This is an optimization exercise on Yosys and OpenROAD, whose aim is small area, not a production implementation.
Function was checked by simulation only, so behaviour that the tests miss may differ from the original.
Power is estimated from default activity; no workload was simulated.

// axi_s_to_fifos
module axi_s_to_fifos #(
    parameter integer FIFO_DEPTH = 32,
    parameter integer C_DATA_WIDTH = 32
)(
    input  logic                     clk,
    input  logic                     nrst,
    input  logic [31:0]  awaddr,
    input  logic [3:0]               awprot,
    input  logic                     awvalid,
    output logic                     awready,
    input  logic [C_DATA_WIDTH-1:0]  wdata,
    input  logic [C_DATA_WIDTH/8-1:0] wstrb,
    input  logic                     wvalid,
    output logic                     wready,
    output logic [1:0]               bresp,
    output logic                     bvalid,
    input  logic                     bready,
    input  logic [31:0]  araddr,
    input  logic [3:0]               arprot,
    input  logic                     arvalid,
    output logic                     arready,
    output logic [C_DATA_WIDTH-1:0]  rdata,
    output logic [1:0]               rresp,
    output logic                     rvalid,
    input  logic                     rready,
    input logic [C_DATA_WIDTH-1:0]  fifo_wdata,
    output logic                    fifo_full,
    output logic                    fifo_almost_full,
    input logic                     fifo_wena,
    output logic [C_DATA_WIDTH-1:0] fifo_rdata,
    output logic                    fifo_empty,
    output logic                    fifo_almost_empty,
    input logic                     fifo_rena
);
Size in the first run: about 3500 cells after synthesis, ~230 I/O pins, roughly 75000 um^2 of cells after synthesis.
Settings: LEC_CHECK=0, CAP_MARGIN=20, CORE_MARGIN=2, CORE_UTILIZATION=80, SLEW_MARGIN=20, SYNTH_HIERARCHICAL=1, SYNTH_MINIMUM_KEEP_SIZE=0; clock period 8.0 ns.
standard.sh (not shown) runs the stock make flow with config.mk's settings and CLKGATE_MAP_FILE= SYNTH_SCRIPT=/design/flow/synth_recipe.tcl, a recipe that flattens the netlist after the stock synthesis.
==> flow/flow/run.sh <==
#!/bin/bash
# Standard ORFS layout (the standard.sh, synthesis unchanged) with:
#  - single-stage buf_1 port buffers instead of the default delay buffers
#  - clkbuf_8 leaf clusters of at most 18 sinks, and no dummy loads in CTS
set -euo pipefail
export BUFFER_PORTS_ARGS="-buffer_cell sky130_fd_sc_hd__buf_1"
export CTS_ARGS="-sink_clustering_enable -repair_clock_nets -dont_use_dummy_load -buf_list sky130_fd_sc_hd__clkbuf_8 -sink_clustering_size 18 -sink_clustering_max_diameter 40"
bash standard.sh > standard_run.log 2>&1
Then changed:
--- a/flow/design.v
+++ b/flow/design.v
@@ -147,57 +147,36 @@
             wp_r  <= wp_r + push_r;
             rp_r  <= rp_r + pop_r;
             cnt_r <= cnt_r + {{IW{pop_r & ~push_r}}, pop_r ^ push_r};
             wp_w  <= wp_w + push_w;
             rp_w  <= rp_w + pop_w;
             cnt_w <= cnt_w + {{IW{pop_w & ~push_w}}, pop_w ^ push_w};
         end
     end
     logic [DW-1:0] rd_r, rd_w;
-    logic [FIFO_DEPTH-1:0] sel_r, sel_w, we_r, we_w;
+    logic [FIFO_DEPTH-1:0] sel_r, sel_w;
     logic [FIFO_DEPTH*DW-1:0] flat_r, flat_w;
-    logic [7:0] sel_r_lo, sel_w_lo, we_r_lo, we_w_lo;
-    logic [3:0] sel_r_hi, sel_w_hi, we_r_hi, we_w_hi;
     always_comb begin
-        for (int j = 0; j < 8; j++) begin
-            sel_r_lo[j] = rd_pop && (rp_r[2:0] == j[2:0]);
-            sel_w_lo[j] = (rp_w[2:0] == j[2:0]);
-            we_r_lo[j]  = push_r && (wp_r[2:0] == j[2:0]);
-            we_w_lo[j]  = push_w && (wp_w[2:0] == j[2:0]);
-        end
-        for (int i = 0; i < 4; i++) begin
-            sel_r_hi[i] = (rp_r[4:3] == i[1:0]);
-            sel_w_hi[i] = (rp_w[4:3] == i[1:0]);
-            we_r_hi[i]  = (wp_r[4:3] == i[1:0]);
-            we_w_hi[i]  = (wp_w[4:3] == i[1:0]);
-        end
         for (int k = 0; k < FIFO_DEPTH; k++) begin
+            sel_r[k] = rd_pop && (rp_r == k[IW-1:0]);
+            sel_w[k] = (rp_w == k[IW-1:0]);
             flat_r[k*DW +: DW] = mem_r[k];
             flat_w[k*DW +: DW] = mem_w[k];
         end
     end
-    genvar gd;
-    generate
-        for (gd = 0; gd < FIFO_DEPTH; gd++) begin : g_dec
-            axi_s_to_fifos_and2 u_sel_r (.a(sel_r_lo[gd % 8]), .b(sel_r_hi[gd / 8]), .y(sel_r[gd]));
-            axi_s_to_fifos_and2 u_sel_w (.a(sel_w_lo[gd % 8]), .b(sel_w_hi[gd / 8]), .y(sel_w[gd]));
-            axi_s_to_fifos_and2 u_we_r  (.a(we_r_lo[gd % 8]),  .b(we_r_hi[gd / 8]),  .y(we_r[gd]));
-            axi_s_to_fifos_and2 u_we_w  (.a(we_w_lo[gd % 8]),  .b(we_w_hi[gd / 8]),  .y(we_w[gd]));
-        end
-    endgenerate
     axi_s_to_fifos_ohmux #(.N(FIFO_DEPTH), .W(DW)) u_mux_r (.sel(sel_r), .d(flat_r), .y(rd_r));
     axi_s_to_fifos_ohmux #(.N(FIFO_DEPTH), .W(DW)) u_mux_w (.sel(sel_w), .d(flat_w), .y(rd_w));
     genvar g;
     generate
         for (g = 0; g < FIFO_DEPTH; g++) begin : g_row
             always_ff @(posedge clk) begin
-                if (we_r[g]) mem_r[g] <= fifo_wdata;
-                if (we_w[g]) mem_w[g] <= wdata_reg;
+                if (push_r && wp_r == g) mem_r[g] <= fifo_wdata;
+                if (push_w && wp_w == g) mem_w[g] <= wdata_reg;
             end
         end
     endgenerate
     assign rdata      = rd_r | {{(DW-4){1'b0}}, st};
     assign fifo_rdata = rd_w;
 endmodule
 module axi_s_to_fifos_ohmux #(
     parameter integer N = 32,
     parameter integer W = 32
@@ -216,43 +195,38 @@
             axi_s_to_fifos_ohmux32 u_bit (.sel(sel), .d(col), .y(y[b]));
         end
     endgenerate
 endmodule
 module axi_s_to_fifos_ohmux32 (
     input  logic [31:0] sel,
     input  logic [31:0] d,
     output logic        y
 );
-    logic [9:0] g;
+    logic [10:0] g;
     genvar k;
     generate
         for (k = 0; k < 10; k++) begin : g_aoi
             axi_s_to_fifos_aoi222 u_aoi (
                 .a0(sel[3*k]),   .b0(d[3*k]),
                 .a1(sel[3*k+1]), .b1(d[3*k+1]),
                 .a2(sel[3*k+2]), .b2(d[3*k+2]),
                 .y(g[k]));
         end
     endgenerate
-    logic [1:0] h;
-    axi_s_to_fifos_nand2 u_n30 (.a(sel[30]), .b(d[30]), .y(h[0]));
-    axi_s_to_fifos_nand2 u_n31 (.a(sel[31]), .b(d[31]), .y(h[1]));
-    assign y = ~&{g[9:0], h};
+    axi_s_to_fifos_aoi22 u_aoi_last (
+        .a0(sel[30]), .b0(d[30]),
+        .a1(sel[31]), .b1(d[31]),
+        .y(g[10]));
+    assign y = ~&g;
 endmodule
 module axi_s_to_fifos_aoi222 (
     input  logic a0, b0, a1, b1, a2, b2,
     output logic y
 );
     assign y = ~((a0 & b0) | (a1 & b1) | (a2 & b2));
 endmodule
-module axi_s_to_fifos_nand2 (
-    input  logic a, b,
+module axi_s_to_fifos_aoi22 (
+    input  logic a0, b0, a1, b1,
     output logic y
 );
-    assign y = ~(a & b);
-endmodule
-module axi_s_to_fifos_and2 (
-    input  logic a, b,
-    output logic y
-);
-    assign y = a & b;
-endmodule
+    assign y = ~((a0 & b0) | (a1 & b1));
+endmodule
Result:
- first-iteration DRC count drops by 3.1%
- clock power climbs by about 1%
- non-clock buffer count climbs by 77
- register-to-register slack got worse by 470 ps
- via count climbs by 2.4%
- setup slack got worse by 240 ps
- synthesized cell count drops by 1.4%
- power climbs by 3.4%
- maximum frequency drops by 4.1%

The RTL this note starts from:
==> flow/design.v <==
module axi_s_to_fifos #(
    parameter integer FIFO_DEPTH = 32,
    parameter integer C_DATA_WIDTH = 32
)(
    input  logic                     clk,
    input  logic                     nrst,
    input  logic [31:0]  awaddr,
    input  logic [3:0]               awprot,
    input  logic                     awvalid,
    output logic                     awready,
    input  logic [C_DATA_WIDTH-1:0]  wdata,
    input  logic [C_DATA_WIDTH/8-1:0] wstrb,
    input  logic                     wvalid,
    output logic                     wready,
    output logic [1:0]               bresp,
    output logic                     bvalid,
    input  logic                     bready,
    input  logic [31:0]  araddr,
    input  logic [3:0]               arprot,
    input  logic                     arvalid,
    output logic                     arready,
    output logic [C_DATA_WIDTH-1:0]  rdata,
    output logic [1:0]               rresp,
    output logic                     rvalid,
    input  logic                     rready,
    input logic [C_DATA_WIDTH-1:0]  fifo_wdata,
    output logic                    fifo_full,
    output logic                    fifo_almost_full,
    input logic                     fifo_wena,
    output logic [C_DATA_WIDTH-1:0] fifo_rdata,
    output logic                    fifo_empty,
    output logic                    fifo_almost_empty,
    input logic                     fifo_rena
);
    localparam int IW = $clog2(FIFO_DEPTH);
    localparam int DW = C_DATA_WIDTH;
    logic [FIFO_DEPTH-1:0][DW-1:0] mem_r;
    logic [FIFO_DEPTH-1:0][DW-1:0] mem_w;
    logic [DW-1:0] wdata_reg;
    localparam logic [FIFO_DEPTH-1:0] WPOS = 32'h1111_1111;
    logic [IW:0]   cnt_r;
    logic [IW:0]   cnt_w;
    logic full_r, afull_r, empty_r, aempty_r;
    logic full_w, afull_w, empty_w, aempty_w;
    assign full_r   = cnt_r == FIFO_DEPTH;
    assign afull_r  = cnt_r == FIFO_DEPTH - 1;
    assign empty_r  = cnt_r == 0;
    assign aempty_r = cnt_r == 1;
    assign full_w   = cnt_w == FIFO_DEPTH;
    assign afull_w  = cnt_w == FIFO_DEPTH - 1;
    assign empty_w  = cnt_w == 0;
    assign aempty_w = cnt_w == 1;
    assign fifo_full         = full_r;
    assign fifo_almost_full  = afull_r;
    assign fifo_empty        = empty_w;
    assign fifo_almost_empty = aempty_w;
    assign bresp = 2'b00;
    assign rresp = 2'b00;
    logic rd_wait;           
    logic sel_st, sel_rd;    
    logic rd_pop;            
    logic [3:0] st;          
    wire ar_hs = arvalid && arready;
    wire r_hs  = rvalid && rready;
    wire pop_r = rd_pop && r_hs;
    wire push_r = fifo_wena && !full_r;
    always_ff @(posedge clk or negedge nrst) begin
        if (!nrst) begin
            arready <= 1'b0;
            rvalid  <= 1'b0;
            rd_wait <= 1'b0;
            rd_pop  <= 1'b0;
        end else begin
            if (rd_wait) begin
                rd_wait <= 1'b0;
                rvalid  <= 1'b1;
                rd_pop  <= sel_rd && !empty_r;
            end else if (rvalid) begin
                if (rready) rvalid <= 1'b0;
            end else if (ar_hs) begin
                arready <= 1'b0;
                rd_wait <= 1'b1;
            end else begin
                arready <= 1'b1;
            end
        end
    end
    always_ff @(posedge clk) begin
        if (ar_hs) begin
            sel_st <= araddr[31:2] == 30'd0;
            sel_rd <= araddr[31:2] == 30'd2;
        end
        if (rd_wait)
            st <= sel_st ? {full_w, afull_w, empty_r, aempty_r} : 4'b0;
    end
    logic in_resp;           
    logic pend;              
    wire aw_hs = awvalid && awready;
    wire w_hs  = wvalid && wready;
    wire aw_is_wr = awaddr[31:2] == 30'd1;
    wire push_w = in_resp && pend && !full_w;
    wire pop_w  = fifo_rena && !empty_w;
    always_ff @(posedge clk or negedge nrst) begin
        if (!nrst) begin
            awready <= 1'b0;
            wready  <= 1'b0;
            bvalid  <= 1'b0;
            in_resp <= 1'b0;
            pend    <= 1'b0;
        end else begin
            if (in_resp) begin
                if (push_w) pend <= 1'b0;
                bvalid <= 1'b1;
                if (bready && bvalid) begin
                    bvalid  <= 1'b0;
                    in_resp <= 1'b0;
                    pend    <= 1'b0;
                end
            end else if (!awready && !wready) begin
                awready <= 1'b1;
                wready  <= 1'b1;
            end else begin
                if (aw_hs) begin
                    awready <= 1'b0;
                    pend    <= aw_is_wr;
                end
                if (w_hs)
                    wready <= 1'b0;
                if ((aw_hs || !awready) && (w_hs || !wready))
                    in_resp <= 1'b1;
            end
        end
    end
    always_ff @(posedge clk) begin
        if (w_hs) wdata_reg <= wdata;
    end
    logic [IW-1:0] ph_w;      
    logic          unpl_w;    
    logic [IW:0]   placed_w;  
    logic [IW-1:0] pf_w;      
    logic          want_w;    
    logic          early_w;   
    logic          pre_w;     
    logic          byp_w;     
    logic [FIFO_DEPTH-1:0] wr_w;  
    assign placed_w = cnt_w - unpl_w;
    assign pf_w     = ph_w + placed_w[IW-1:0];
    assign early_w  = in_resp & pend & full_w & pop_w & ~(bready & bvalid);
    assign want_w   = unpl_w | push_w | early_w;
    assign byp_w    = unpl_w & (cnt_w == 1);
    always_comb begin
        for (int p = 0; p < FIFO_DEPTH; p++)
            wr_w[p] = WPOS[p] && want_w && (pf_w == IW'(p - 1));
    end
    always_ff @(posedge clk or negedge nrst) begin
        if (!nrst) begin
            cnt_r  <= '0;
            cnt_w  <= '0;
            ph_w   <= '0;
            unpl_w <= 1'b0;
            pre_w  <= 1'b0;
        end else begin
            cnt_r  <= cnt_r + {{IW{pop_r & ~push_r}}, pop_r ^ push_r};
            cnt_w  <= cnt_w + {{IW{pop_w & ~push_w}}, pop_w ^ push_w};
            ph_w   <= ph_w + 1'b1 + pop_w;
            unpl_w <= (unpl_w | push_w) & ~|wr_w & ~(pop_w & byp_w) & ~pre_w;
            pre_w  <= early_w & |wr_w;
        end
    end
    logic [DW-1:0] rd_r, rd_w;
    logic [FIFO_DEPTH-1:0] sel_r, sel_w;
    logic [7:0] sel_r_lo, sel_w_lo;
    logic [4:0] sel_r_hi, sel_w_hi;
    always_comb begin
        for (int j = 0; j < 8; j++) begin
            sel_r_lo[j] = rd_pop && (cnt_r[2:0] == j[2:0]);
            sel_w_lo[j] = !byp_w && (ph_w[2:0] == j[2:0]);
        end
        for (int i = 0; i < 5; i++) begin
            sel_r_hi[i] = (cnt_r[IW:3] == i[2:0]);
            sel_w_hi[i] = ({1'b0, ph_w[IW-1:3]} == i[2:0]);
        end
    end
    genvar gd;
    generate
        for (gd = 0; gd < FIFO_DEPTH; gd++) begin : g_dec
            axi_s_to_fifos_and2 u_sel_r (.a(sel_r_lo[(gd + 1) % 8]), .b(sel_r_hi[(gd + 1) / 8]), .y(sel_r[gd]));
            axi_s_to_fifos_and2 u_sel_w (.a(sel_w_lo[gd % 8]), .b(sel_w_hi[gd / 8]), .y(sel_w[gd]));
        end
    endgenerate
    axi_s_to_fifos_ohmux #(.N(FIFO_DEPTH), .W(DW)) u_mux_r (.sel(sel_r), .d(mem_r), .y(rd_r));
    axi_s_to_fifos_ohmux33 #(.W(DW)) u_mux_w (.sel(sel_w), .d(mem_w), .sel_x(byp_w), .x(wdata_reg), .y(rd_w));
    logic [FIFO_DEPTH-1:0][DW-1:0] mem_w_nx;
    genvar gp;
    generate
        for (gp = 0; gp < FIFO_DEPTH; gp++) begin : g_ring
            if (WPOS[gp]) begin : g_wpt
                wire keep = ~wr_w[gp];
                for (genvar b = 0; b < DW; b++) begin : g_b
                    axi_s_to_fifos_ao22 u_sel (
                        .a1(wr_w[gp]), .a2(wdata_reg[b]),
                        .b1(keep),     .b2(mem_w[(gp + FIFO_DEPTH - 1) % FIFO_DEPTH][b]),
                        .y(mem_w_nx[gp][b]));
                end
            end else begin : g_pass
                assign mem_w_nx[gp] = mem_w[(gp + FIFO_DEPTH - 1) % FIFO_DEPTH];
            end
        end
    endgenerate
    logic [FIFO_DEPTH-1:0][DW-1:0] mem_r_nx;
    logic [FIFO_DEPTH-1:0][DW-1:0] mem_r_in;
    wire  hold_r = ~push_r;
    assign mem_r_in = {mem_r[FIFO_DEPTH-2:0], fifo_wdata};
    generate
        for (gp = 0; gp < FIFO_DEPTH; gp++) begin : g_shift
            for (genvar b = 0; b < DW; b++) begin : g_b
                axi_s_to_fifos_ao22 u_sel (
                    .a1(push_r), .a2(mem_r_in[gp][b]),
                    .b1(hold_r), .b2(mem_r[gp][b]),
                    .y(mem_r_nx[gp][b]));
            end
        end
    endgenerate
    always_ff @(posedge clk) begin
        mem_r <= mem_r_nx;
        mem_w <= mem_w_nx;
    end
    assign rdata      = rd_r | {{(DW-4){1'b0}}, st};
    assign fifo_rdata = rd_w;
endmodule
module axi_s_to_fifos_ohmux #(
    parameter integer N = 32,
    parameter integer W = 32
)(
    input  logic [N-1:0]   sel,
    input  logic [N*W-1:0] d,
    output logic [W-1:0]   y
);
    genvar b, k;
    generate
        for (b = 0; b < W; b++) begin : g_bit
            logic [N-1:0] col;
            for (k = 0; k < N; k++) begin : g_col
                assign col[k] = d[k*W + b];
            end
            axi_s_to_fifos_ohmux32 u_bit (.sel(sel), .d(col), .y(y[b]));
        end
    endgenerate
endmodule
module axi_s_to_fifos_ohmux32 (
    input  logic [31:0] sel,
    input  logic [31:0] d,
    output logic        y
);
    logic [9:0] g;
    genvar k;
    generate
        for (k = 0; k < 10; k++) begin : g_aoi
            axi_s_to_fifos_aoi222 u_aoi (
                .a0(sel[3*k]),   .b0(d[3*k]),
                .a1(sel[3*k+1]), .b1(d[3*k+1]),
                .a2(sel[3*k+2]), .b2(d[3*k+2]),
                .y(g[k]));
        end
    endgenerate
    logic [1:0] h;
    axi_s_to_fifos_nand2 u_n30 (.a(sel[30]), .b(d[30]), .y(h[0]));
    axi_s_to_fifos_nand2 u_n31 (.a(sel[31]), .b(d[31]), .y(h[1]));
    assign y = ~&{g[9:0], h};
endmodule
module axi_s_to_fifos_ohmux33 #(
    parameter integer W = 32
)(
    input  logic [31:0]   sel,
    input  logic [32*W-1:0] d,
    input  logic          sel_x,
    input  logic [W-1:0]  x,
    output logic [W-1:0]  y
);
    genvar b, k;
    generate
        for (b = 0; b < W; b++) begin : g_bit
            logic [31:0] col;
            for (k = 0; k < 32; k++) begin : g_col
                assign col[k] = d[k*W + b];
            end
            axi_s_to_fifos_ohmux33b u_bit (.sel(sel), .d(col), .sel_x(sel_x), .x(x[b]), .y(y[b]));
        end
    endgenerate
endmodule
module axi_s_to_fifos_ohmux33b (
    input  logic [31:0] sel,
    input  logic [31:0] d,
    input  logic        sel_x,
    input  logic        x,
    output logic        y
);
    logic [10:0] g;
    genvar k;
    generate
        for (k = 0; k < 10; k++) begin : g_aoi
            axi_s_to_fifos_aoi222 u_aoi (
                .a0(sel[3*k]),   .b0(d[3*k]),
                .a1(sel[3*k+1]), .b1(d[3*k+1]),
                .a2(sel[3*k+2]), .b2(d[3*k+2]),
                .y(g[k]));
        end
    endgenerate
    axi_s_to_fifos_aoi222 u_aoi_last (
        .a0(sel[30]), .b0(d[30]),
        .a1(sel[31]), .b1(d[31]),
        .a2(sel_x),   .b2(x),
        .y(g[10]));
    assign y = ~&g;
endmodule
module axi_s_to_fifos_aoi222 (
    input  logic a0, b0, a1, b1, a2, b2,
    output logic y
);
    assign y = ~((a0 & b0) | (a1 & b1) | (a2 & b2));
endmodule
module axi_s_to_fifos_ao22 (
    input  logic a1, a2, b1, b2,
    output logic y
);
    assign y = (a1 & a2) | (b1 & b2);
endmodule
module axi_s_to_fifos_nand2 (
    input  logic a, b,
    output logic y
);
    assign y = ~(a & b);
endmodule
module axi_s_to_fifos_and2 (
    input  logic a, b,
    output logic y
);
    assign y = a & b;
endmodule
export LEC_CHECK = 0
export CAP_MARGIN = 20
export CORE_MARGIN = 2
export CORE_UTILIZATION = 80
export SLEW_MARGIN = 20
export SYNTH_HIERARCHICAL = 1
export SYNTH_MINIMUM_KEEP_SIZE = 0
create_clock -name core_clock -period 8.0 [get_ports {clk}]
Scripts as last shown in full above: flow/flow/run.sh
The starting point finished with timing, DRC and antenna clean.
Edit:
--- a/flow/design.v
+++ b/flow/design.v
@@ -36,9 +36,9 @@
     localparam int DW = C_DATA_WIDTH;
     logic [FIFO_DEPTH-1:0][DW-1:0] mem_r;
     logic [FIFO_DEPTH-1:0][DW-1:0] mem_w;
     logic [DW-1:0] wdata_reg;
-    localparam logic [FIFO_DEPTH-1:0] WPOS = 32'h1111_1111;
+    localparam logic [FIFO_DEPTH-1:0] WPOS = 32'b0100_1001_0010_0100_1001_0010_0100_1001;
     logic [IW:0]   cnt_r;
     logic [IW:0]   cnt_w;
     logic full_r, afull_r, empty_r, aempty_r;
     logic full_w, afull_w, empty_w, aempty_w;
@@ -138,16 +138,13 @@
     logic          unpl_w;    
     logic [IW:0]   placed_w;  
     logic [IW-1:0] pf_w;      
     logic          want_w;    
-    logic          early_w;   
-    logic          pre_w;     
     logic          byp_w;     
     logic [FIFO_DEPTH-1:0] wr_w;  
     assign placed_w = cnt_w - unpl_w;
     assign pf_w     = ph_w + placed_w[IW-1:0];
-    assign early_w  = in_resp & pend & full_w & pop_w & ~(bready & bvalid);
-    assign want_w   = unpl_w | push_w | early_w;
+    assign want_w   = unpl_w | push_w;
     assign byp_w    = unpl_w & (cnt_w == 1);
     always_comb begin
         for (int p = 0; p < FIFO_DEPTH; p++)
             wr_w[p] = WPOS[p] && want_w && (pf_w == IW'(p - 1));
@@ -157,15 +154,13 @@
             cnt_r  <= '0;
             cnt_w  <= '0;
             ph_w   <= '0;
             unpl_w <= 1'b0;
-            pre_w  <= 1'b0;
         end else begin
             cnt_r  <= cnt_r + {{IW{pop_r & ~push_r}}, pop_r ^ push_r};
             cnt_w  <= cnt_w + {{IW{pop_w & ~push_w}}, pop_w ^ push_w};
             ph_w   <= ph_w + 1'b1 + pop_w;
-            unpl_w <= (unpl_w | push_w) & ~|wr_w & ~(pop_w & byp_w) & ~pre_w;
-            pre_w  <= early_w & |wr_w;
+            unpl_w <= want_w & ~|wr_w & ~(pop_w & byp_w);
         end
     end
     logic [DW-1:0] rd_r, rd_w;
     logic [FIFO_DEPTH-1:0] sel_r, sel_w;
@@ -189,42 +184,12 @@
         end
     endgenerate
     axi_s_to_fifos_ohmux #(.N(FIFO_DEPTH), .W(DW)) u_mux_r (.sel(sel_r), .d(mem_r), .y(rd_r));
     axi_s_to_fifos_ohmux33 #(.W(DW)) u_mux_w (.sel(sel_w), .d(mem_w), .sel_x(byp_w), .x(wdata_reg), .y(rd_w));
-    logic [FIFO_DEPTH-1:0][DW-1:0] mem_w_nx;
-    genvar gp;
-    generate
-        for (gp = 0; gp < FIFO_DEPTH; gp++) begin : g_ring
-            if (WPOS[gp]) begin : g_wpt
-                wire keep = ~wr_w[gp];
-                for (genvar b = 0; b < DW; b++) begin : g_b
-                    axi_s_to_fifos_ao22 u_sel (
-                        .a1(wr_w[gp]), .a2(wdata_reg[b]),
-                        .b1(keep),     .b2(mem_w[(gp + FIFO_DEPTH - 1) % FIFO_DEPTH][b]),
-                        .y(mem_w_nx[gp][b]));
-                end
-            end else begin : g_pass
-                assign mem_w_nx[gp] = mem_w[(gp + FIFO_DEPTH - 1) % FIFO_DEPTH];
-            end
-        end
-    endgenerate
-    logic [FIFO_DEPTH-1:0][DW-1:0] mem_r_nx;
-    logic [FIFO_DEPTH-1:0][DW-1:0] mem_r_in;
-    wire  hold_r = ~push_r;
-    assign mem_r_in = {mem_r[FIFO_DEPTH-2:0], fifo_wdata};
-    generate
-        for (gp = 0; gp < FIFO_DEPTH; gp++) begin : g_shift
-            for (genvar b = 0; b < DW; b++) begin : g_b
-                axi_s_to_fifos_ao22 u_sel (
-                    .a1(push_r), .a2(mem_r_in[gp][b]),
-                    .b1(hold_r), .b2(mem_r[gp][b]),
-                    .y(mem_r_nx[gp][b]));
-            end
-        end
-    endgenerate
     always_ff @(posedge clk) begin
-        mem_r <= mem_r_nx;
-        mem_w <= mem_w_nx;
+        if (push_r) mem_r <= {mem_r[FIFO_DEPTH-2:0], fifo_wdata};
+        for (int p = 0; p < FIFO_DEPTH; p++)
+            mem_w[p] <= wr_w[p] ? wdata_reg : mem_w[(p + FIFO_DEPTH - 1) % FIFO_DEPTH];
     end
     assign rdata      = rd_r | {{(DW-4){1'b0}}, st};
     assign fifo_rdata = rd_w;
 endmodule
@@ -318,14 +283,8 @@
     output logic y
 );
     assign y = ~((a0 & b0) | (a1 & b1) | (a2 & b2));
 endmodule
-module axi_s_to_fifos_ao22 (
-    input  logic a1, a2, b1, b2,
-    output logic y
-);
-    assign y = (a1 & a2) | (b1 & b2);
-endmodule
 module axi_s_to_fifos_nand2 (
     input  logic a, b,
     output logic y
 );
Outcome:
- The new run completed without violations
- setup slack is better by 0.0074 ns
- hold slack gains 0.037 ns
- power came out lower by 25%
- die area grows by 5.1%
- sequential power came out lower by 24%

what the ideal ports hide:
In the flow no input, the clock included, has a driving cell. The finished layouts below were timed again as built, in two steps. Step 1 assumes that a clkbuf_16 drives the clock port and a buf_2 every other input. Step 2 adds t to the input delays and takes it off the output delays; t is the mean of the earliest and latest rising clock arrival at the registers after step 1. Input paths then give back, and output paths get back, about the clock's delay inside the block. Slacks: ideal / step 1 / step 2; pairs: ideal / step 1.
run	t (ns)	setup WS [ns]	hold WS [ns]	worst slew at a driven data input, ns	pins driven straight from the clock port
the first run of note 1	0.923	2.434 / 2.363 / 3.286	0.517 / 0.517 / 0.517	0.16	1
the second run of note 1	0.912	2.196 / 2.121 / 3.034	0.500 / 0.500 / 0.500	0.15	1
the first run of note 2	0.921	0.985 / 0.915 / 1.836	0.260 / 0.260 / 0.260	0.05	1
the second run of note 2	0.944	0.992 / 0.922 / 1.866	0.296 / 0.296 / 0.296	0.10	1
After both steps every run listed still meets setup and hold.
